What follows belongs to an exercise in optimizing a design on an open flow for small area and a short achievable clock period; a production flow would make more cautious choices. The RTL was checked by simulation tests, not by an equivalence proof against the original design.

==> run a <==
## PE_array
module PE_array (
    input clk,
    input rst,
    input i_en,
    input [15:0] ifmap,
    input [127:0] weight,
    input [255:0] bias,
    output [255:0] ofmap,
    output valid
);
export LEC_CHECK = 0
export CAP_MARGIN = 20
export CORE_MARGIN = 2
export CORE_UTILIZATION = 50
export SETUP_SLACK_MARGIN = 5
export SLEW_MARGIN = 20
create_clock -name core_clock -period 10.0 [get_ports {clk}]
standard.sh (not shown) runs the stock make flow with config.mk's settings and CLKGATE_MAP_FILE= SYNTH_SCRIPT=/design/flow/synth_recipe.tcl, a recipe that flattens the netlist after the stock synthesis.
==> flow/flow/run.sh <==
#!/bin/bash
# Standard ORFS layout (the standard.sh, unchanged synthesis), with two changes:
# - the port buffers that placement inserts on every input and output are the
#   platform's smallest buffer instead of the one the resizer picks by default (the
#   resizer still resizes them where timing or slew needs it);
# - clock tree synthesis adds no dummy load cells for balancing.
set -euo pipefail
export BUFFER_PORTS_ARGS="-buffer_cell sky130_fd_sc_hd__buf_1"
export CTS_ARGS="-sink_clustering_enable -repair_clock_nets -sink_clustering_size 24 -sink_clustering_max_diameter 90 -dont_use_dummy_load"
bash standard.sh > standard.log 2>&1
==> run b: changes against run a <==
==> flow/run.sh (new file) <==
#!/bin/bash
# synth_recipe.tcl (not shown) runs the flow's synth.tcl, then flattens the netlist and writes it again
# the make line also repeats each setting of config.mk as NAME=value (left out here)
make -C /OpenROAD-flow-scripts/flow DESIGN_CONFIG=/design/flow/config.mk WORK_HOME=/design/flow/orfs CLKGATE_MAP_FILE= SYNTH_SCRIPT=/design/flow/synth_recipe.tcl finish
- CORE_UTILIZATION: 50 -> 40
removed: flow/flow/run.sh
removed: flow/standard.sh
==> qor summary <==
Hold path startpoint: run a ps0[1][29]; run b ps0[2][16]
Worst-case register-to-register setup slack: run a 5.21 ns; run b 5.23 ns
Tightest slew margin relative to the limit: run a 0.337; run b 0.264
Slowest CP cell: run a fa_1; run b a2111oi_1
Bufs w/o clock: run a 749; run b 732
WP data required: run a 10.69 ns; run b 10.75 ns
Reg2Reg Launch Point: run a cut_r[4][18]; run b cut_r[5][46]
Global-route wire length before repair: run a 365,000 um; run b 388,000 um
Number of placement rows: run a 163; run b 182
Clk latency of the worst-skew pair: run a 0.77 ns; run b 0.88 ns
CLK BUF: run a 104; run b 269
Drt initial violations: run a 3,805; run b 4,278
Share of the final layout cell area in sequential cells: run a 0.351; run b 0.323
Delay contributed by the slowest stage of the critical path: run a 0.54 ns; run b 0.80 ns
Die width: run a 448 um; run b 501 um
Total of fill cells in the finished design: run a 17,600; run b 22,500
Outcome: run a no timing/DRC/antenna violations; run b no timing/DRC/antenna violations
Pin count of the biggest net entering global routing: run a 86; run b 121
CTS Buf Count: run a 104; run b 200
Worst setup path startpoint: run a cut_r[4][18]; run b cut_r[5][46]
Crit path to: run a ps2[4][31]; run b y[5][31]
Via count of the routed design: run a 67,300; run b 68,200

========
==> trial 40 <==
Another version of the RTL of PE_array (not shown whole).
clock: 10.0 ns
lec_check: 0
cap_margin: 20
core_margin: 2
core_utilization: 40
setup_slack_margin: 5
slew_margin: 20
run.sh (not shown) runs the stock make flow with config.mk's settings and CLKGATE_MAP_FILE= SYNTH_SCRIPT=/design/flow/synth_recipe.tcl, a recipe that flattens the netlist after the stock synthesis.
Stock flow here: none of the scripts above is used.
==> inputs of build 28, as changes to trial 40 <==
Settings changed: SETUP_SLACK_MARGIN 5 to default.
==> comparison table <==
	build 28	trial 40
Status	no timing/DRC/antenna violations	no timing/DRC/antenna violations
Clock network share of area	5.38%	4.31%
Peak fanout along the critical path	46	6
Setup repair after global routing missed its margin	false	true
Signal buffers share of area	6.14%	13.5%
Area added between synthesis and finish	16.2%	40.9%
Placement-stage cell area	105000 µm²	107000 µm²
Capture point of the critical path	ps2[2][26]$_DFF_P_	ps2[1][16]$_DFF_P_
Number of buffers inserted during clock tree synthesis	170	167
Depth of the worst register-to-register path	17	18
Final critical delay including setup and external delays	6.98 ns	5.87 ns
Initial antenna violation count	68	52
Placer's final routability congestion estimate	0.910	0.888
Vias after detailed routing	68700	76000
Met2 track demand over resource in global routing	36.0%	41.6%
Max-slew headroom	28.7%	44.3%
Global router's overall resource usage	22.3%	25.7%
Number of antenna diodes	35	28
Pin count of the biggest net entering global routing	66	38
Initial DRT Pass Iterations	6	8
DP Wirelength	215000 µm	215000 µm
Number of gates on the worst path with buffers counted	17	18
Slowest stage cell, crit path	dfxtp_4	fa_2
Final design area excluding fillers	111000 µm²	134000 µm²

## afterwards: timing with drivers on the ports
The results above use ideal ports. As a check the final layouts listed here were re-extracted and re-timed, cells and wires unchanged. Step 1 assumes that a clkbuf_16 drives the clock port and a buf_2 every other input. Step 2 moves the port delays by t, midway between the first and last clock arrival at a register: inputs arrive t later, outputs are due t later. That takes back most of the time a late clock gives input paths. Three values: ideal ports, drivers, drivers and shift; two values: the first two.
| run | shift t [ns] | setup WS [ns] | latest minus earliest clock arrival (ns) | slew at the worst register clock pin (ns) |
|---|---|---|---|---|
| run a | 0.826 | 5.206 / 5.206 / 4.660 | 0.076 / 0.077 | 0.10 / 0.10 |
| run b | 0.935 | 5.228 / 5.228 / 4.347 | 0.083 / 0.083 | 0.08 / 0.08 |
| trial 40 | 0.930 | 4.131 / 4.131 / 4.131 | 0.057 / 0.057 | 0.07 / 0.07 |
| build 28 | 0.915 | 3.020 / 3.020 / 3.020 | 0.046 / 0.046 | 0.06 / 0.06 |
After both steps every run listed still meets setup and hold. For run b, which loses most, drivers alone change the setup slack by 0.000 ns; drivers and shift together by -0.881 ns.
